This is an optimization exercise on Yosys and OpenROAD, whose aim is small area, a short achievable clock period and few clock cycles, not a production implementation. At most, simulation tests tie the RTL to the original design; equivalence was not proved. Function not checked in run 3: the RTL went through the layout flow alone.

==> flow/design.v <==
module k_rom (
    input  logic [5:0] kSel,
    output logic [31:0] kBus
);
    always_comb begin
        case (kSel)
                00: kBus = 32'h428a2f98;
                01: kBus = 32'h71374491;
                02: kBus = 32'hb5c0fbcf;
                03: kBus = 32'he9b5dba5;
                04: kBus = 32'h3956c25b;
                05: kBus = 32'h59f111f1;
                06: kBus = 32'h923f82a4;
                07: kBus = 32'hab1c5ed5;
                08: kBus = 32'hd807aa98;
                09: kBus = 32'h12835b01;
                10: kBus = 32'h243185be;
                11: kBus = 32'h550c7dc3;
                12: kBus = 32'h72be5d74;
                13: kBus = 32'h80deb1fe;
                14: kBus = 32'h9bdc06a7;
                15: kBus = 32'hc19bf174;
                16: kBus = 32'he49b69c1;
                17: kBus = 32'hefbe4786;
                18: kBus = 32'h0fc19dc6;
                19: kBus = 32'h240ca1cc;
                20: kBus = 32'h2de92c6f;
                21: kBus = 32'h4a7484aa;
                22: kBus = 32'h5cb0a9dc;
                23: kBus = 32'h76f988da;
                24: kBus = 32'h983e5152;
                25: kBus = 32'ha831c66d;
                26: kBus = 32'hb00327c8;
                27: kBus = 32'hbf597fc7;
                28: kBus = 32'hc6e00bf3;
                29: kBus = 32'hd5a79147;
                30: kBus = 32'h06ca6351;
                31: kBus = 32'h14292967;
                32: kBus = 32'h27b70a85;
                33: kBus = 32'h2e1b2138;
                34: kBus = 32'h4d2c6dfc;
                35: kBus = 32'h53380d13;
                36: kBus = 32'h650a7354;
                37: kBus = 32'h766a0abb;
                38: kBus = 32'h81c2c92e;
                39: kBus = 32'h92722c85;
                40: kBus = 32'ha2bfe8a1;
                41: kBus = 32'ha81a664b;
                42: kBus = 32'hc24b8b70;
                43: kBus = 32'hc76c51a3;
                44: kBus = 32'hd192e819;
                45: kBus = 32'hd6990624;
                46: kBus = 32'hf40e3585;
                47: kBus = 32'h106aa070;
                48: kBus = 32'h19a4c116;
                49: kBus = 32'h1e376c08;
                50: kBus = 32'h2748774c;
                51: kBus = 32'h34b0bcb5;
                52: kBus = 32'h391c0cb3;
                53: kBus = 32'h4ed8aa4a;
                54: kBus = 32'h5b9cca4f;
                55: kBus = 32'h682e6ff3;
                56: kBus = 32'h748f82ee;
                57: kBus = 32'h78a5636f;
                58: kBus = 32'h84c87814;
                59: kBus = 32'h8cc70208;
                60: kBus = 32'h90befffa;
                61: kBus = 32'ha4506ceb;
                62: kBus = 32'hbef9a3f7;
                63: kBus = 32'hc67178f2;
            default: kBus = 32'h00000000;
        endcase
    end
endmodule: k_rom
module sha256_reduced (
    input  logic        clk,
    input  logic        rst_n,
    input  logic        enable,
    input  logic [7:0]  data_in,
    input  logic        data_valid,
    input  logic        end_of_file,
    output logic        ready,
    output logic [31:0] hash_out,
    output logic        hash_valid
);
    localparam int FD = 14;    
    localparam int NB = 1;
    function automatic logic [31:0] rotr(input logic [31:0] x, input int n);
        rotr = (x >> n) | (x << (32 - n));
    endfunction
    function automatic logic [31:0] bsig0(input logic [31:0] x);
        bsig0 = rotr(x, 2) ^ rotr(x, 13) ^ rotr(x, 22);
    endfunction
    function automatic logic [31:0] bsig1(input logic [31:0] x);
        bsig1 = rotr(x, 6) ^ rotr(x, 11) ^ rotr(x, 25);
    endfunction
    function automatic logic [31:0] ssig0(input logic [31:0] x);
        ssig0 = rotr(x, 7) ^ rotr(x, 18) ^ (x >> 3);
    endfunction
    function automatic logic [31:0] ssig1(input logic [31:0] x);
        ssig1 = rotr(x, 17) ^ rotr(x, 19) ^ (x >> 10);
    endfunction
    function automatic logic [31:0] csum(input logic [31:0] x, input logic [31:0] y, input logic [31:0] z);
        csum = x ^ y ^ z;
    endfunction
    function automatic logic [31:0] ccar(input logic [31:0] x, input logic [31:0] y, input logic [31:0] z);
        ccar = {((x[30:0] & y[30:0]) | (x[30:0] & z[30:0]) | (y[30:0] & z[30:0])), 1'b0};
    endfunction
    function automatic logic [63:0] comp42(input logic [31:0] x1, input logic [31:0] x2,
                                           input logic [31:0] x3, input logic [31:0] x4);
        logic [31:0] p, t, co, ss, cc;
        p  = x1 ^ x2;
        t  = p ^ (x3 ^ x4);
        co = {(p[30:0] & x3[30:0]) | (~p[30:0] & x1[30:0]), 1'b0};
        ss = t ^ co;
        cc = {(t[30:0] & co[30:0]) | (~t[30:0] & x4[30:0]), 1'b0};
        comp42 = {ss, cc};
    endfunction
    function automatic logic [31:0] skadd(input logic [31:0] x, input logic [31:0] y);
        logic [31:0] gg, pp, g2, p2;
        gg = x & y; pp = x ^ y;
        for (int k = 1; k < 32; k = k * 2) begin
            g2 = gg; p2 = pp;
            for (int i = 0; i < 32; i++) begin
                if ((i / k) % 2 == 1) begin
                    g2[i] = gg[i] | (pp[i] & gg[(i / k) * k - 1]);
                    p2[i] = pp[i] & pp[(i / k) * k - 1];
                end
            end
            gg = g2; pp = p2;
        end
        skadd = (x ^ y) ^ {gg[30:0], 1'b0};
    endfunction
    logic       iv, ie, ien;
    logic [7:0] id;
    always_ff @(posedge clk or negedge rst_n) begin
        if (!rst_n) begin
            iv  <= 1'b0;
            ie  <= 1'b0;
            ien <= 1'b0;
        end else begin
            iv  <= data_valid;
            ie  <= end_of_file;
            ien <= enable;
        end
    end
    always_ff @(posedge clk) id <= data_in;
    logic        started;     
    logic        rx;          
    logic        eof_done;    
    logic        pad80;       
    logic [1:0]  bc;          
    logic [7:0]  nbytes;      
    logic [23:0] asm_q;
    logic        rdy_q;       
    assign ready = rdy_q;
    wire start  = ~started & iv & ien;
    wire byte_v = rx & iv;
    wire wrd    = byte_v & ((bc == 2'd3) | ie);    
    logic byp;                                      
    wire push   = wrd & ~byp;                       
    logic [31:0] wdata;
    always_comb begin
        case (bc)
            2'd0:    wdata = {id, 8'h80, 16'h0000};
            2'd1:    wdata = {asm_q[7:0], id, 8'h80, 8'h00};
            2'd2:    wdata = {asm_q[15:0], id, 8'h80};
            default: wdata = {asm_q, id};
        endcase
    end
    always_ff @(posedge clk) begin
        if (byte_v) asm_q <= {asm_q[15:0], id};
    end
    logic [FD-1:0][31:0] fq;
    logic [FD-1:0]       occ;      
    logic                fne;      
    logic                pop;
    always_ff @(posedge clk) begin
        if (push) fq <= {fq[FD-2:0], wdata};
    end
    logic [31:0] fhead;
    always_comb begin
        fhead = '0;
        for (int i = 0; i < FD; i++) fhead |= fq[i] & {32{occ[i]}};
    end
    always_ff @(posedge clk or negedge rst_n) begin
        if (!rst_n) begin
            occ <= '0;
            fne <= 1'b0;
        end else if (push & ~pop) begin
            occ <= {occ[FD-2:0], ~fne};
            fne <= 1'b1;
        end else if (pop & ~push) begin
            occ <= {1'b0, occ[FD-1:1]};
            fne <= ~occ[0];
        end
    end
    localparam logic [1:0] P_IDLE = 2'd0, P_RUN = 2'd1, P_OUT = 2'd2, P_DONE = 2'd3;
    logic [1:0]  ph;
    logic [6:0]  st;
    logic        bnd;        
    logic        srcm;       
    logic        nm;         
    logic        ffq;        
    logic        zero_op;    
    logic        pad14;      
    logic        lastblk;    
    logic [1:0]  stl;        
    logic [31:0] a, b, c, d, e, f, g, h;
    logic [31:0] kq;         
    logic [31:0] dl;         
    logic [3:0][31:0] xa, xe;   
    logic [15:0][31:0] w;
    logic [7:1]  osel;
    logic [31:0] hout;
    logic        hv;
    wire run      = (ph == P_RUN);
    wire avail    = fne | eof_done | wrd;
    wire stalling = (stl != 2'd0);
    wire stall    = stalling | (run & nm & ~avail);
    wire adv      = run & ~stall;
    wire ffstep   = adv & ffq;
    wire ld_r     = adv & ~bnd;
    wire ld_b     = adv & bnd;
    assign pop = adv & srcm & fne;
    assign byp = adv & srcm & ~fne & wrd;
    wire [6:0] st_next = (st == 7'd64) ? 7'd0 : st + 7'd1;
    logic       advq, ldrq, ldbq, ffsq;
    wire        init_go = (ph == P_IDLE) & started & (thr | eof_done);
    wire        fin     = ld_b & lastblk;
    wire        run_n   = init_go | (run & ~fin);
    wire [1:0]  stl_n   = stall ? stl + 2'd1 : 2'd0;
    wire        nm_n    = init_go ? 1'b0 :
                          adv ? ((st_next <= 7'd14) | ((st_next == 7'd64) & ~lastblk)) : nm;
    wire        bnd_n   = init_go ? 1'b0 : adv ? (st_next == 7'd0) : bnd;
    wire        ffq_n   = init_go ? 1'b1 : adv ? ((st_next >= 7'd62) | (st_next == 7'd0)) : ffq;
    wire        fne_n   = (push & ~pop) ? 1'b1 : (pop & ~push) ? ~occ[0] : fne;
    wire        eofd_n  = eof_done | (start & ie) | (byte_v & ie);
    wire        rx_n    = (start & ~ie) | (rx & ~(byte_v & ie));
    wire [1:0]  bc_n    = byte_v ? bc + 2'd1 : bc;
    wire        wrd_n   = rx_n & data_valid & ((bc_n == 2'd3) | end_of_file);
    wire        adv_n   = run_n & (stl_n == 2'd0) & ~(nm_n & ~fne_n & ~eofd_n & ~wrd_n);
    logic [31:0] padword;
    always_comb begin
        if (pad80)                       padword = 32'h80000000;
        else if ((st == 7'd14) & pad14)  padword = {21'b0, nbytes, 3'b000};
        else                             padword = 32'h0;
    end
    wire [31:0] mval = fne ? fhead : wrd ? wdata : padword;
    wire [31:0] ws1  = ssig1(w[14]);
    wire [31:0] ws0  = ssig0(w[1]);
    wire [63:0] wc   = comp42(w[9], w[0], ws0, ws1);
    wire [31:0] wsch = wc[63:32] + wc[31:0];
    wire [31:0] wnew = srcm ? mval : wsch;
    logic [31:0] knext;
    k_rom krom (.kSel(adv ? st_next[5:0] : st[5:0]), .kBus(knext));
    wire [31:0] s1  = bsig1(e);
    wire [31:0] s0  = bsig0(a);
    wire [31:0] ch  = (e & f) | (~e & g);
    wire [31:0] maj = (a & b) | (c & (a | b));
    wire [63:0] ac  = comp42(dl, maj, ch, s0);
    wire [31:0] ax3 = csum(ac[63:32], ac[31:0], s1);
    wire [31:0] ay3 = ccar(ac[63:32], ac[31:0], s1);
    wire [31:0] an  = skadd(ax3, ay3);
    wire [63:0] ec  = comp42(dl, d, ch, s1);
    wire [31:0] en  = skadd(ec[63:32], ec[31:0]);
    wire [31:0] hsrc = bnd ? xe[1] : g;
    wire [31:0] px1  = csum(hsrc, kq, w[15]);
    wire [31:0] py1  = ccar(hsrc, kq, w[15]);
    logic [31:0] iva, ive;
    always_comb begin
        case (st)
            7'd62:   begin iva = 32'ha54ff53a; ive = 32'h5be0cd19; end
            7'd63:   begin iva = 32'h3c6ef372; ive = 32'h1f83d9ab; end
            7'd64:   begin iva = 32'hbb67ae85; ive = 32'h9b05688c; end
            default: begin iva = 32'h6a09e667; ive = 32'h510e527f; end
        endcase
    end
    wire [31:0] suma = zero_op ? iva : xa[0] + a;
    wire [31:0] sume = zero_op ? ive : xe[0] + e;
    wire [31:0] a_alt = ldbq ? suma : d;
    wire [31:0] e_alt = ldbq ? sume : h;
    always_ff @(posedge clk) begin
        w <= {(advq ? wnew  : w[12]), w[15:13],
              (advq ? w[12] : w[8]),  w[11:9],
              (advq ? w[8]  : w[4]),  w[7:5],
              (advq ? w[4]  : w[0]),  w[3:1]};
        a <= ldrq ? an : a_alt;
        b <= ldbq ? xa[3] : a;
        c <= ldbq ? xa[2] : b;
        d <= ldbq ? xa[1] : c;
        e <= ldrq ? en : e_alt;
        f <= ldbq ? xe[3] : e;
        g <= ldbq ? xe[2] : f;
        h <= ldbq ? xe[1] : g;
        kq <= knext;
        if (advq) begin
            dl  <= px1 + py1;
        end
        if (ffsq) begin
            xa <= {suma, xa[3:1]};
            xe <= {sume, xe[3:1]};
        end
    end
    always_ff @(posedge clk) begin
        hout <= ({32{fin}} & suma) |
                ({32{osel[1] | osel[3]}} & b) | ({32{osel[2]}} & d) |
                ({32{osel[4] | osel[6]}} & h) | ({32{osel[5] | osel[7]}} & f);
    end
    assign hash_out   = hout;
    assign hash_valid = hv;
    always_ff @(posedge clk) begin
        rdy_q <= ~(started | start);
    end
    always_ff @(posedge clk or negedge rst_n) begin
        if (!rst_n) hv <= 1'b0;
        else        hv <= fin | (|osel);
    end
    wire thr = (nbytes >= 8'(NB));
    always_ff @(posedge clk or negedge rst_n) begin
        if (!rst_n) begin
            started  <= 1'b0;
            rx       <= 1'b0;
            eof_done <= 1'b0;
            pad80    <= 1'b0;
            bc       <= 2'd0;
            nbytes   <= 8'd0;
            ph       <= P_IDLE;
            st       <= 7'd0;
            bnd      <= 1'b0;
            srcm     <= 1'b0;
            nm       <= 1'b0;
            ffq      <= 1'b0;
            zero_op  <= 1'b0;
            pad14    <= 1'b0;
            lastblk  <= 1'b0;
            stl      <= 2'd0;
            advq     <= 1'b0;
            ldrq     <= 1'b0;
            ldbq     <= 1'b0;
            ffsq     <= 1'b0;
            osel     <= 7'd0;
        end else begin
            if (start) begin
                started <= 1'b1;
                if (ie) begin
                    eof_done <= 1'b1;
                    pad80    <= 1'b1;
                end else begin
                    rx <= 1'b1;
                end
            end
            if (byte_v) begin
                bc     <= bc + 2'd1;
                nbytes <= nbytes + 8'd1;
                if (ie) begin
                    rx       <= 1'b0;
                    eof_done <= 1'b1;
                    pad80    <= (bc == 2'd3);
                end
            end
            if (init_go) begin
                ph      <= P_RUN;
                st      <= 7'd62;
                bnd     <= 1'b0;
                srcm    <= 1'b0;
                nm      <= 1'b0;
                ffq     <= 1'b1;
                zero_op <= 1'b1;
            end
            stl  <= stl_n;
            advq <= adv_n;
            ldrq <= adv_n & ~bnd_n;
            ldbq <= adv_n & bnd_n;
            ffsq <= adv_n & ffq_n;
            if (adv) begin
                st   <= st_next;
                bnd  <= (st_next == 7'd0);
                srcm <= (st_next <= 7'd14) | (st_next == 7'd64);
                nm   <= (st_next <= 7'd14) | ((st_next == 7'd64) & ~lastblk);
                ffq  <= (st_next >= 7'd62) | (st_next == 7'd0);
                if (srcm & ~fne & ~wrd & pad80) pad80 <= 1'b0;
                if (st == 7'd13) pad14 <= ~fne & ~wrd & ~pad80;
                if ((st == 7'd14) & ~fne & ~wrd & pad14) lastblk <= 1'b1;
                if (bnd) begin
                    zero_op <= 1'b0;
                    if (lastblk) ph <= P_OUT;
                end
            end
            osel <= {osel[6:1], fin};
            if (osel[7]) ph <= P_DONE;
        end
    end
endmodule
==> flow/flow/run.sh <==
#!/bin/bash
# Standard synthesis, then the standard flow's own layout with two changes: timing repair
# gets a larger setup margin, so that it keeps working past the constraint's
# period, and the port buffers are plain buffers (sky130_fd_sc_hd__buf_2)
# instead of the delay cells that buffer_ports picks by default.
set -euo pipefail
bash standard.sh synth > synth.log 2>&1
bash standard.sh SETUP_SLACK_MARGIN=10.7 TNS_END_PERCENT=100 \
  "BUFFER_PORTS_ARGS=-buffer_cell sky130_fd_sc_hd__buf_2" finish > layout.log 2>&1
==> flow/standard.sh <==
#!/bin/bash
# synth_recipe.tcl (not shown) runs the flow's synth.tcl, then flattens the netlist and writes it again
# the make line also repeats each setting of config.mk as NAME=value (left out here)
make -C /OpenROAD-flow-scripts/flow DESIGN_CONFIG=/design/flow/config.mk WORK_HOME=/design/flow/orfs CLKGATE_MAP_FILE= SYNTH_SCRIPT=/design/flow/synth_recipe.tcl "${@:-finish}"
==> flow/config.mk <==
export PLATFORM = sky130hd
export DESIGN_NAME = sha256_reduced
export DESIGN_NICKNAME = sha256_reduced
export VERILOG_FILES = /design/flow/design.v
export SDC_FILE = /design/flow/constraint.sdc
export NUM_CORES = 8
export LEC_CHECK = 0
export CAP_MARGIN = 20
export CORE_MARGIN = 2
export CORE_UTILIZATION = 65
export CTS_CLUSTER_DIAMETER = 100
export CTS_CLUSTER_SIZE = 25
export SLEW_MARGIN = 20
export SYNTH_MEMORY_MAX_BITS = 4096
==> flow/constraint.sdc <==
create_clock -name core_clock -period 15.0 [get_ports {clk}]
set_input_delay 3.0000 -clock core_clock [delete_from_list [all_inputs] [get_ports {clk}]]
set_output_delay 3.0000 -clock core_clock [all_outputs]
set_load 0.01 [all_outputs]
==> results.json, run 1 <==
{
  "critPathRequiredTime_ns": 15.61,
  "reg2regPathDepth": 18,
  "met1_usage_pct": 47.9,
  "drc": 0,
  "core_mm2": 0.112,
  "worstHoldStart": "w[121]",
  "area_delta_synth_final_pct": 7.97,
  "dr.pass1.iters": 8,
  "gr-usage-met3_pct": 3.93,
  "hold_end": "w[89]",
  "syn_inst": 6178,
  "syn-num-nets": 6477,
  "grt_max_degree": 156,
  "r2r_end": "a[31]",
  "tightest_slew_ns": 1.16,
  "ant_nets": 0,
  "seq_area_frac_synth_pct": 55.9,
  "drt_iter0_markers": 5644,
  "drive_above_1_share_pct": 14.6,
  "synth-async-reset-ratio_pct": 3.73,
  "cts_tree": "yes",
  "fin_skew_ns": 0.0357,
  "yosysUniqueCellTypes": 90,
  "finalHoldViolations": 0,
  "grt_use_total_pct": 35.1,
  "numClockSinks": 1663,
  "fmax_mhz": 234,
  "grt_pass1_vias": 47000,
  "clockBufferDepth": 3,
  "max_stage_delay_ns": 0.57,
  "yosys_warnings": 2,
  "outcome": "timing/DRC/antenna clean",
  "path_class": "reg -> reg",
  "netlist_area_mm2": 0.0738,
  "rows": 123,
  "crit_top_cell": "xnor2_1",
  "regToRegSetupSlack_ns": 10.73,
  "tns_ns": 0,
  "root_buffer": "clkbuf_16",
  "multi_input_area_mm2": 0.0320,
  "r2r_start": "f[12]",
  "grt_overflow_total": 0,
  "use_met2_pct": 55.5,
  "synth_seq_cells": 1663,
  "hold_path.class": "reg -> reg",
  "finalCritPeriodShare_pct": 28.4,
  "critPathLaunch": "f[12]",
  "cts_buffers": 78,
  "dieArea_mm2": 0.116,
  "cts.clk_slew.worst_paths_ns": 0.10,
  "grt_pass1_wl_um": 304000,
  "crit_path_end_kind": "flop",
  "wirelength_um": 208000,
  "layout.cells.non_filler": 7672,
  "dpl.hpwl_um": 147000,
  "place_congestion": 0.989,
  "numPortBuffers": 46,
  "start_util_pct": 65.6,
  "cap_violations": 0,
  "avgViaCountPerCell": 6.45,
  "dieHeight_um": 341,
  "clkLatencyLatePin_ns": 0.73,
  "crit_slowest_cell": "dfxtp_1",
  "synth_edf_count": 760,
  "syn_avg_cell_area_um2": 11.9,
  "cts_hold_buf": 0,
  "nets": 6416,
  "crit_fanout": 3,
  "ys.flop_type": "dfxtp_1",
  "die-width_um": 341,
  "cp.arrival_ns": 4.88,
  "cp-start-kind": "flop",
  "min_path_cells": 0,
  "rsz0062_at_grt": "yes",
  "path_cells": "mux2i_4 -> xnor2_1 -> xnor2_1 -> nor2_1 -> nand2b_1 -> xnor2_1 -> fa_2 -> ha_1 -> a21o_1 -> a21o_1 -> a21oi_2 -> o22a_1 -> o31ai_4 -> nand3_2 -> a31oi_1 -> and2_1 -> or4_1 -> o2111a_1",
  "h-tree-depth": 3,
  "layout.area.seq_mm2": 0.0414,
  "fillerInstances": 8000,
  "finalSetupViolCount": 0,
  "dp.cells": 7476,
  "antenna_found_initial": 5,
  "io_pins": 47,
  "busiest_layer": "met2",
  "wl_per_cell_um": 27.2,
  "slew_violations": 0,
  "period_needed_ns": 4.27,
  "relSlewSlack_pct": 22.9,
  "via_count": 49500
}
worst max path at each step:
stage / depth (start not counted) / end / slack (ns)
floorplan: 17 / ffsq / 5.16
global placement: 18 / a[31] / 10.04
detailed placement: 18 / a[31] / 9.95
CTS: 17 / a[31] / 10.50
global route: 19 / w[511] / 10.61
finish: 18 / a[31] / 10.73
per-stage QoR:
stage	worst slack, ns	cell area (µm²)	utilization [%]	hold slack (ns)
floorplan	5.16	73900	-	0.310
global placement	10.04	75300	67.0	0.310
detailed placement	9.95	75300	67.0	0.312
CTS	10.50	78200	69.5	0.323
global route	10.61	79600	70.8	0.323
finish	10.73	79700	70.8	0.316
layout make-up:
cell class | count | share of cell area, %
clock buffer | 119 | 2.70
inverter | 184 | 0.875
timing repair inverter | 2 | 0.0126
timing repair buffer | 174 | 1.63
tap | 1500 | 2.36
multi-input combinational | 4014 | 40.1
antenna | 4 | 0.0126
clock inverter | 12 | 0.311
sequential | 1663 | 52.0
synth_stat cells (12+ instances only):
cell type,instances,area [µm²]
o22ai_1,12,75.1
and2_1,42,263
a21o_1,110,826
a211oi_1,27,203
nor2b_1,36,225
o21a_1,39,293
fa_1,73,1460
and3_1,30,188
a31oi_1,54,338
a22oi_1,203,1520
nor2_1,333,1250
nor3_1,67,335
dfrtp_1,62,1550
buf_2,25,125
maj3_1,114,1140
o21ai_0,279,1400
xor2_1,237,2080
dfxtp_1,841,16800
a222oi_1,12,120
nand4_1,39,244
o21ai_1,43,215
buf_1,34,128
inv_1,179,672
o31ai_1,14,105
nand3_1,90,450
xor3_1,18,428
xnor2_1,465,4070
a221oi_1,63,552
o211ai_1,42,315
edfxtp_1,760,22800
ha_1,213,2670
nand2_1,354,1330
o21bai_1,34,255
clkbuf_1,257,965
mux2i_1,75,751
a21oi_1,273,1370
a22o_1,55,482
mux2_2,329,3700
nand2b_1,35,219
a21boi_0,14,105
kinds of logic (layout without fill, tap and decap cells):
group | count (synthesis) | in the layout | share of synthesized area, %
and+or+nand+nor | 1076 | 1076 | 6.59
AOI/OAI and AO/OA | 1412 | 1412 | 12.8
muxes | 404 | 404 | 6.04
adders and majority gates | 400 | 400 | 7.14
other | 0 | 4 | 0
xor gates and xnor gates | 722 | 722 | 8.96
buffers and inverters | 501 | 491 | 2.60
DFF | 1663 | 1663 | 55.9
worst max-delay path: cells and delay by family, from the launching register on:
kind	cells	cell delay, ns
compound gates	7	1.14
mux	1	0.16
simple gates	5	1.00
fa+ha+maj	2	0.67
flops	1	0.57
xor+xnor	3	0.65
layer usage:
layer  up-vias  routed length [µm]
met2      2470               94900
met5         -                  41
li1      22200                   -
met3       517               15800
met4         6               13800
met1     24200               83900
flip-flops by register name, summed over array words and instances, names as in the netlist, 128 cells and up, named ones only:
register / cells
fq: 448
w: 512
xa: 128
xe: 128
cells in the final DEF (no fill, tap or decap), types with 41 or more instances in the layout:
master and n:
inv_1 176, maj3_1 98, a22o_1 54, xnor2_1 424
fa_1 69, xor2_1 221, nor2_1 318, a22oi_1 203
a221oi_1 63, mux2i_1 68, nand3_1 89, mux2_2 328
ha_1 194, buf_4 116, o21ai_1 59, edfxtp_1 760
dfxtp_2 42, nand2_1 352, o21ai_0 256, nor3_1 56
dfrtp_1 56, clkbuf_16 81, buf_2 45, xnor2_2 41
a31oi_1 53, a21o_1 110, o211ai_1 42, a21oi_1 259
dfxtp_1 769
what timing repair did:
| action | in CTS | in global routing |
|---|---|---|
| gates resized for setup | 114 | 238 |
| pin swaps | 12 | 54 |
| gates cloned | 1 | 2 |
| setup buffers | 10 | 48 |
| setup endpoints to repair | 341 | 327 |
Testbench counts, summed over its fixed seeds: cycles 20,365.
==> inputs of run 2 (changes only) <==
--- a/flow/design.v
+++ b/flow/design.v
@@ -215,4 +215,5 @@
     logic [31:0] hout;
     logic        hv;
+    logic        advq, ldrq, ldbq, ffsq;    
     wire run      = (ph == P_RUN);
     wire avail    = fne | eof_done | wrd;
@@ -223,10 +224,9 @@
     wire ld_r     = adv & ~bnd;
     wire ld_b     = adv & bnd;
-    assign pop = adv & srcm & fne;
-    assign byp = adv & srcm & ~fne & wrd;
+    assign pop = advq & srcm & fne;
+    assign byp = advq & srcm & ~fne & wrd;
     wire [6:0] st_next = (st == 7'd64) ? 7'd0 : st + 7'd1;
-    logic       advq, ldrq, ldbq, ffsq;
     wire        init_go = (ph == P_IDLE) & started & (thr | eof_done);
-    wire        fin     = ld_b & lastblk;
+    wire        fin     = ldbq & lastblk;
     wire        run_n   = init_go | (run & ~fin);
     wire [1:0]  stl_n   = stall ? stl + 2'd1 : 2'd0;
@@ -254,5 +254,5 @@
     wire [31:0] wnew = srcm ? mval : wsch;
     logic [31:0] knext;
-    k_rom krom (.kSel(adv ? st_next[5:0] : st[5:0]), .kBus(knext));
+    k_rom krom (.kSel(advq ? st_next[5:0] : st[5:0]), .kBus(knext));
     wire [31:0] s1  = bsig1(e);
     wire [31:0] s0  = bsig0(a);
==> results.json, run 2 <==
{
  "seq_area_frac_synth_pct": 55.9,
  "syn_inst": 6124,
  "clkLatencyLatePin_ns": 0.72,
  "cap_violations": 0,
  "dr_wl_met2_um": 94700,
  "yosys.area.top_type_share_pct": 31.0,
  "dp.cells": 7423,
  "finalHoldViolations": 0,
  "dpl.hpwl_um": 145000,
  "path_class": "reg -> reg",
  "cts.clk_slew.worst_paths_ns": 0.11,
  "tightest_slew_ns": 1.16,
  "synth_most_common_cell": "dfxtp_1",
  "synth_simple_gate_area_share_pct": 6.63,
  "h-tree-depth": 3,
  "area_delta_synth_final_pct": 7.81,
  "avgViaCountPerCell": 6.38,
  "dieHeight_um": 341,
  "grt_use_total_pct": 34.4,
  "grt_overflow_total": 0,
  "grt_pass1_wl_um": 299000,
  "synth_compound_area_share_pct": 12.6,
  "synth_fa_ha_area_share_pct": 7.17,
  "yosysUniqueCellTypes": 97,
  "tns_ns": 0,
  "fin_skew_ns": 0.0337,
  "root_buffer": "clkbuf_16",
  "core_mm2": 0.112,
  "antenna_found_initial": 5,
  "crit_fanout": 6,
  "clockBufferDepth": 3,
  "slew_violations": 0,
  "ys_top_cells_by_area": "edfxtp_1 (31%), dfxtp_1 (23%), xnor2_1 (5.6%), mux2_2 (5.1%), ha_1 (3.7%)",
  "wirelength_um": 204000,
  "fmax_mhz": 234,
  "hold_ws_ns": 0.318,
  "cts_hold_buf": 0,
  "outcome": "timing/DRC/antenna clean",
  "cp-start-kind": "flop",
  "ys_top_cells_by_count": "dfxtp_1 (841), edfxtp_1 (760), xnor2_1 (470)",
  "max_stage_delay_ns": 0.46,
  "grt_pass1_vias": 46500,
  "start_util_pct": 65.5,
  "top_layer": "met4",
  "crit_cells": 15,
  "cts_buffers": 79,
  "final_cell_mix": "dfxtp_1 (776), edfxtp_1 (760), xnor2_1 (436)",
  "place_area_mm2": 0.0753,
  "drt_iter0_markers": 4906,
  "layout.cells.non_filler": 7628,
  "dr.pass1.iters": 9,
  "synth_top_family_by_area": "compound AO/OA/AOI/OAI gates",
  "stdcell_area_mm2": 0.0794,
  "largest-register": "w",
  "crit_path_end_kind": "flop",
  "largest_reg_flops": 512,
  "wl_per_cell_um": 26.7,
  "path_delay_family": "adder cells",
  "via_count": 48600,
  "hold_path.class": "reg -> reg",
  "nets": 6378,
  "crit_buf_inv": 1,
  "cp.arrival_ns": 4.88,
  "met1_length_um": 81900,
  "die-width_um": 341,
  "muxShareOfSynthArea_pct": 6.15,
  "wl_met3_um": 15300,
  "synth-async-reset-ratio_pct": 3.73,
  "synth_seq_cells": 1663,
  "min_path_cells": 0,
  "drive_above_1_share_pct": 14.6,
  "ant_nets": 0,
  "numPortBuffers": 46,
  "dieArea_mm2": 0.116,
  "final_common_cell": "dfxtp_1",
  "syn-num-nets": 6426,
  "relSlewSlack_pct": 22.4,
  "crit_slowest_cell": "fa_1",
  "syn_avg_cell_area_um2": 12.0,
  "path_cells": "maj3_1 -> maj3_1 -> maj3_1 -> fa_1 -> ha_1 -> a21o_1 -> a21o_1 -> a21oi_2 -> o21ai_4 -> a41oi_4 -> buf_4 -> o21bai_2 -> a21oi_1 -> xnor2_1 -> a22o_1",
  "crit_top_cell": "maj3_1",
  "io_pins": 47,
  "rows": 123,
  "reg.largest.list": "w: 512 flops, fq: 448 flops",
  "place_congestion": 0.997,
  "cts_tree": "yes",
  "grt_max_degree": 90,
  "period_needed_ns": 4.28,
  "multi_input_area_mm2": 0.0319,
  "yosys_warnings": 2,
  "drc": 0,
  "ys.flop_type": "dfxtp_1",
  "fillerInstances": 7864,
  "numClockSinks": 1663,
  "layout.area.seq_mm2": 0.0414,
  "synth_xor_xnor_area_share_pct": 9.02,
  "finalSetupViolCount": 0,
  "finalCritPeriodShare_pct": 28.5,
  "rsz0062_at_grt": "yes",
  "synth_edf_count": 760,
  "netlist_area_mm2": 0.0737,
  "critPathRequiredTime_ns": 15.60,
  "reg2regPathDepth": 15,
  "yosysTopAreaCell": "edfxtp_1"
}
==> run 2: what timing repair did <==
action | CTS | global route
buffers inserted | 31 | 40
pin swaps | 27 | 63
endpoints found under the setup margin | 174 | 154
endpoints found under the hold margin | 0 | 0
cloned | 0 | 1
gates resized for setup | 158 | 156
==> run 2: routing by layer <==
| layer | track usage [%] | up-vias |
|---|---|---|
| met5 | 0 | - |
| met4 | 16.6 | 0 |
| met3 | 4.22 | 445 |
| met2 | 55.2 | 2211 |
| met1 | 46.8 | 23900 |
| li1 | - | 22100 |
==> run 2: worst paths after layout <==
kind                             start       to  slack [ns]
worst max-delay path             a[10]    a[28]       10.72
worst min-delay path            w[160]   w[128]        0.32
worst max register to register   a[10]    a[28]       10.72
worst min register to register  w[160]   w[128]        0.32
max in group asynchronous        rst_n     ldrq       11.73
min in group asynchronous        rst_n  occ[12]        2.51
==> run 2: kinds of logic (layout without fill, tap and decap cells) <==
kind of cell | after synthesis | count (layout)
flip-flops | 1663 | 1663
AO/OA/AOI/OAI | 1381 | 1381
AND/OR/NAND/NOR | 1064 | 1064
XOR/XNOR | 726 | 726
buffers and inverters | 481 | 484
multiplexers | 408 | 408
adder cells (fa/ha/maj) | 401 | 401
other | 0 | 1
==> run 2: final cells by class <==
class / count / area share [%]
timing repair buffer: 186 / 1.74
sequential: 1663 / 52.1
clock buffer: 119 / 2.69
inverter: 166 / 0.795
clock inverter: 13 / 0.244
multi-input combinational: 3980 / 40.1
tap: 1500 / 2.36
antenna: 1 / 0.00315
==> run 2: stage by stage <==
stage | util, % | setup WS (ns)
after detailed placement | 66.9 | 9.65
after CTS | 69.7 | 10.63
after global routing | 70.6 | 10.52
final | 70.6 | 10.72
after floorplan | - | 5.55
after global placement | 66.9 | 9.62
Testbench counts of run 2, summed over its fixed seeds: cycles 20,365.
==> inputs of run 3 (changes only) <==
--- a/flow/design.v
+++ b/flow/design.v
@@ -117,4 +117,17 @@
         comp42 = {ss, cc};
     endfunction
+    function automatic logic [31:0] ksadd(input logic [31:0] x, input logic [31:0] y);
+        logic [31:0] gg, pp, g2, p2;
+        gg = x & y; pp = x ^ y;
+        for (int k = 1; k < 32; k = k * 2) begin
+            g2 = gg; p2 = pp;
+            for (int i = k; i < 32; i++) begin
+                g2[i] = gg[i] | (pp[i] & gg[i-k]);
+                p2[i] = pp[i] & pp[i-k];
+            end
+            gg = g2; pp = p2;
+        end
+        ksadd = (x ^ y) ^ {gg[30:0], 1'b0};
+    endfunction
     function automatic logic [31:0] skadd(input logic [31:0] x, input logic [31:0] y);
         logic [31:0] gg, pp, g2, p2;
@@ -262,5 +275,5 @@
     wire [31:0] ax3 = csum(ac[63:32], ac[31:0], s1);
     wire [31:0] ay3 = ccar(ac[63:32], ac[31:0], s1);
-    wire [31:0] an  = skadd(ax3, ay3);
+    wire [31:0] an  = ksadd(ax3, ay3);
     wire [63:0] ec  = comp42(dl, d, ch, s1);
     wire [31:0] en  = skadd(ec[63:32], ec[31:0]);
==> results.json, run 3 <==
{
  "io_pins": 47,
  "grt_use_total_pct": 35.9,
  "numPortBuffers": 46,
  "dieArea_mm2": 0.118,
  "wirelength_um": 214000,
  "dpl.hpwl_um": 153000,
  "yosysUniqueCellTypes": 108,
  "root_buffer": "clkbuf_16",
  "ys.flop_type": "dfxtp_1",
  "hold_path.class": "reg -> reg",
  "hold_ws_ns": 0.321,
  "final_common_cell": "dfxtp_1",
  "clkLatencyLatePin_ns": 0.74,
  "ant_nets": 0,
  "place_worst_setup_slack_ns": 9.64,
  "synth_seq_cells": 1663,
  "rows": 124,
  "crit_path_end_kind": "flop",
  "largest-register": "w",
  "ys_top_cells_by_count": "dfxtp_1 (841), edfxtp_1 (760), xnor2_1 (468)",
  "finalCritPeriodShare_pct": 29.1,
  "clockBufferDepth": 3,
  "fmax_mhz": 229,
  "crit_slowest_cell": "dfxtp_1",
  "cts.clk_slew.worst_paths_ns": 0.10,
  "critPathRequiredTime_ns": 15.55,
  "reg.largest.list": "w: 512 flops, fq: 448 flops",
  "tns_ns": 0,
  "nets": 6511,
  "via_count": 50700,
  "layout.cells.non_filler": 7775,
  "stdcell_area_mm2": 0.0803,
  "path_cells": "mux2_2 -> nand2_1 -> nor2b_1 -> xnor2_1 -> maj3_1 -> fa_1 -> xnor2_1 -> xnor2_2 -> xnor2_1 -> xnor2_1 -> xnor2_2 -> xnor2_1 -> a32oi_1",
  "wl_per_cell_um": 27.6,
  "numClockSinks": 1663,
  "synth_edf_count": 760,
  "antenna_found_initial": 5,
  "worst_slack_ns": 10.63,
  "dp.cells": 7587,
  "syn_avg_cell_area_um2": 11.9,
  "max_stage_delay_ns": 0.70,
  "slew_violations": 0,
  "cts_tree": "yes",
  "start_util_pct": 65.4,
  "syn_inst": 6287,
  "final_cell_mix": "dfxtp_1 (780), edfxtp_1 (760), xnor2_1 (424)",
  "rsz0062_at_grt": "yes",
  "avgViaCountPerCell": 6.52,
  "crit_top_cell": "xnor2_1",
  "yosys.area.top_type_share_pct": 30.6,
  "syn-num-nets": 6586,
  "seq_area_frac_synth_pct": 55.2,
  "place_congestion": 1.01,
  "area_delta_synth_final_pct": 7.62,
  "crit_fanout": 6,
  "synth_most_common_cell": "dfxtp_1",
  "cp-start-kind": "flop",
  "cap_violations": 0,
  "outcome": "timing/DRC/antenna clean",
  "core_mm2": 0.114,
  "h-tree-depth": 3,
  "finalHoldViolations": 0,
  "drive_above_1_share_pct": 14.7,
  "path_class": "reg -> reg",
  "tightest_slew_ns": 1.24,
  "ys_top_cells_by_area": "edfxtp_1 (31%), dfxtp_1 (23%), xnor2_1 (5.5%), mux2_2 (4.9%), ha_1 (3.6%)",
  "drt_iter0_markers": 5941,
  "finalSetupViolCount": 0,
  "synth-async-reset-ratio_pct": 3.73,
  "die-width_um": 343,
  "dr.pass1.iters": 6,
  "cp.arrival_ns": 4.92,
  "grt_pass1_wl_um": 313000,
  "largest_reg_flops": 512,
  "place_area_mm2": 0.0761,
  "fin_skew_ns": 0.0392,
  "dieHeight_um": 343,
  "drc": 0,
  "cts_buffers": 78,
  "grt_max_degree": 91,
  "utilization_pct": 70.4,
  "relSlewSlack_pct": 16.9,
  "yosys_warnings": 2,
  "grt_pass1_vias": 48500,
  "yosysTopAreaCell": "edfxtp_1",
  "grt_overflow_total": 0,
  "netlist_area_mm2": 0.0746,
  "fillerInstances": 8065,
  "period_needed_ns": 4.37
}
==> run 3: cell count changes in the layout (fill, tap and decap cells not counted), moves of 13 or more <==
cell,change
a21o_1,-13
a21oi_1,+23
nor3_1,+22
dfxtp_2,-14
a311oi_1,+15
nand2_1,+26
a31oi_1,+16
nand3_1,+20
mux2i_1,-13
==> run 3: critical path: cells and delay by family (launching register included) <==
family,cells,cell delay [ns]
compound gates,1,0.07
xor+xnor,7,1.62
fa+ha+maj,2,1.02
flops,1,0.70
mux,1,0.43
simple gates,2,0.36
==> run 3: path summary, 6_finish.rpt <==
path,slack [ns],from,depth (start not counted),end
setup / recovery,10.63,e[29],13,a[31]
hold / removal,0.32,w[75],0,w[43]
setup reg to reg,10.63,e[29],13,a[31]
hold reg to reg,0.32,w[75],0,w[43]
max in group asynchronous,11.81,rst_n,2,ldrq
min in group asynchronous,2.15,rst_n,1,occ[7]
==> run 3: cells by family after synthesis <==
family	Yosys count	synth area share, %
flip-flops	1663	55.2
AO/OA/AOI/OAI	1463	13.2
AND/OR/NAND/NOR	1164	7.20
XOR/XNOR	721	8.91
buffers and inverters	485	2.53
multiplexers	399	5.97
adder cells (fa/ha/maj)	392	6.92
==> run 3: layout make-up <==
| class | instances | area (µm²) | share of cell area [%] |
|---|---|---|---|
| Sequential cell | 1663 | 41400 | 51.5 |
| Multi-Input combinational cell | 4139 | 32900 | 40.9 |
| Clock buffer | 116 | 2090 | 2.61 |
| Tap cell | 1512 | 1890 | 2.36 |
| Timing Repair Buffer | 172 | 1240 | 1.54 |
| Inverter | 158 | 597 | 0.743 |
| Clock inverter | 13 | 224 | 0.279 |
| Antenna cell | 2 | 5.00 | 0.00623 |
==> run 3: metal layers <==
metal	global-route usage (%)	vias to the layer above	part of all wire, %
met5	0	-	0.016
met4	19.4	6	6.8
met3	4.63	551	7.7
met2	56.9	2559	45
met1	48.4	24900	40
li1	-	22700	-
==> run 3: repair_timing <==
action	4_1_cts	5_1_grt
endpoints found under the setup margin	123	194
hold buffers	0	0
resized for setup	197	171
gates cloned	0	1
pin swaps	22	43
buffers inserted	18	38

-- what the ideal ports hide --
No port has a modelled driver above. Below, the same layouts with a new extraction and two added sets of constraints.
Step 1 assumes that a clkbuf_16 drives the clock port and a buf_2 every other input.
Step 2 adds t to the input delays and takes it off the output delays; t is the mean of the earliest and latest rising clock arrival at the registers after step 1. Input paths then give back, and output paths get back, about the clock's delay inside the block.
Slacks: ideal ports / drivers / drivers and shift; pairs: ideal ports / drivers.
run | t (ns) | slack for setup (ns) | worst setup path after step 2
run 1 | 0.788 | 10.734 / 10.686 / 10.685 | input to register
run 2 | 0.778 | 10.723 / 10.695 / 10.723 | register to register
run 3 | 0.795 | 10.633 / 10.632 / 10.618 | input to register
After both steps every run listed still meets setup and hold. For run 1, which loses most, drivers alone change the setup slack by -0.048 ns; drivers and shift together by -0.049 ns.
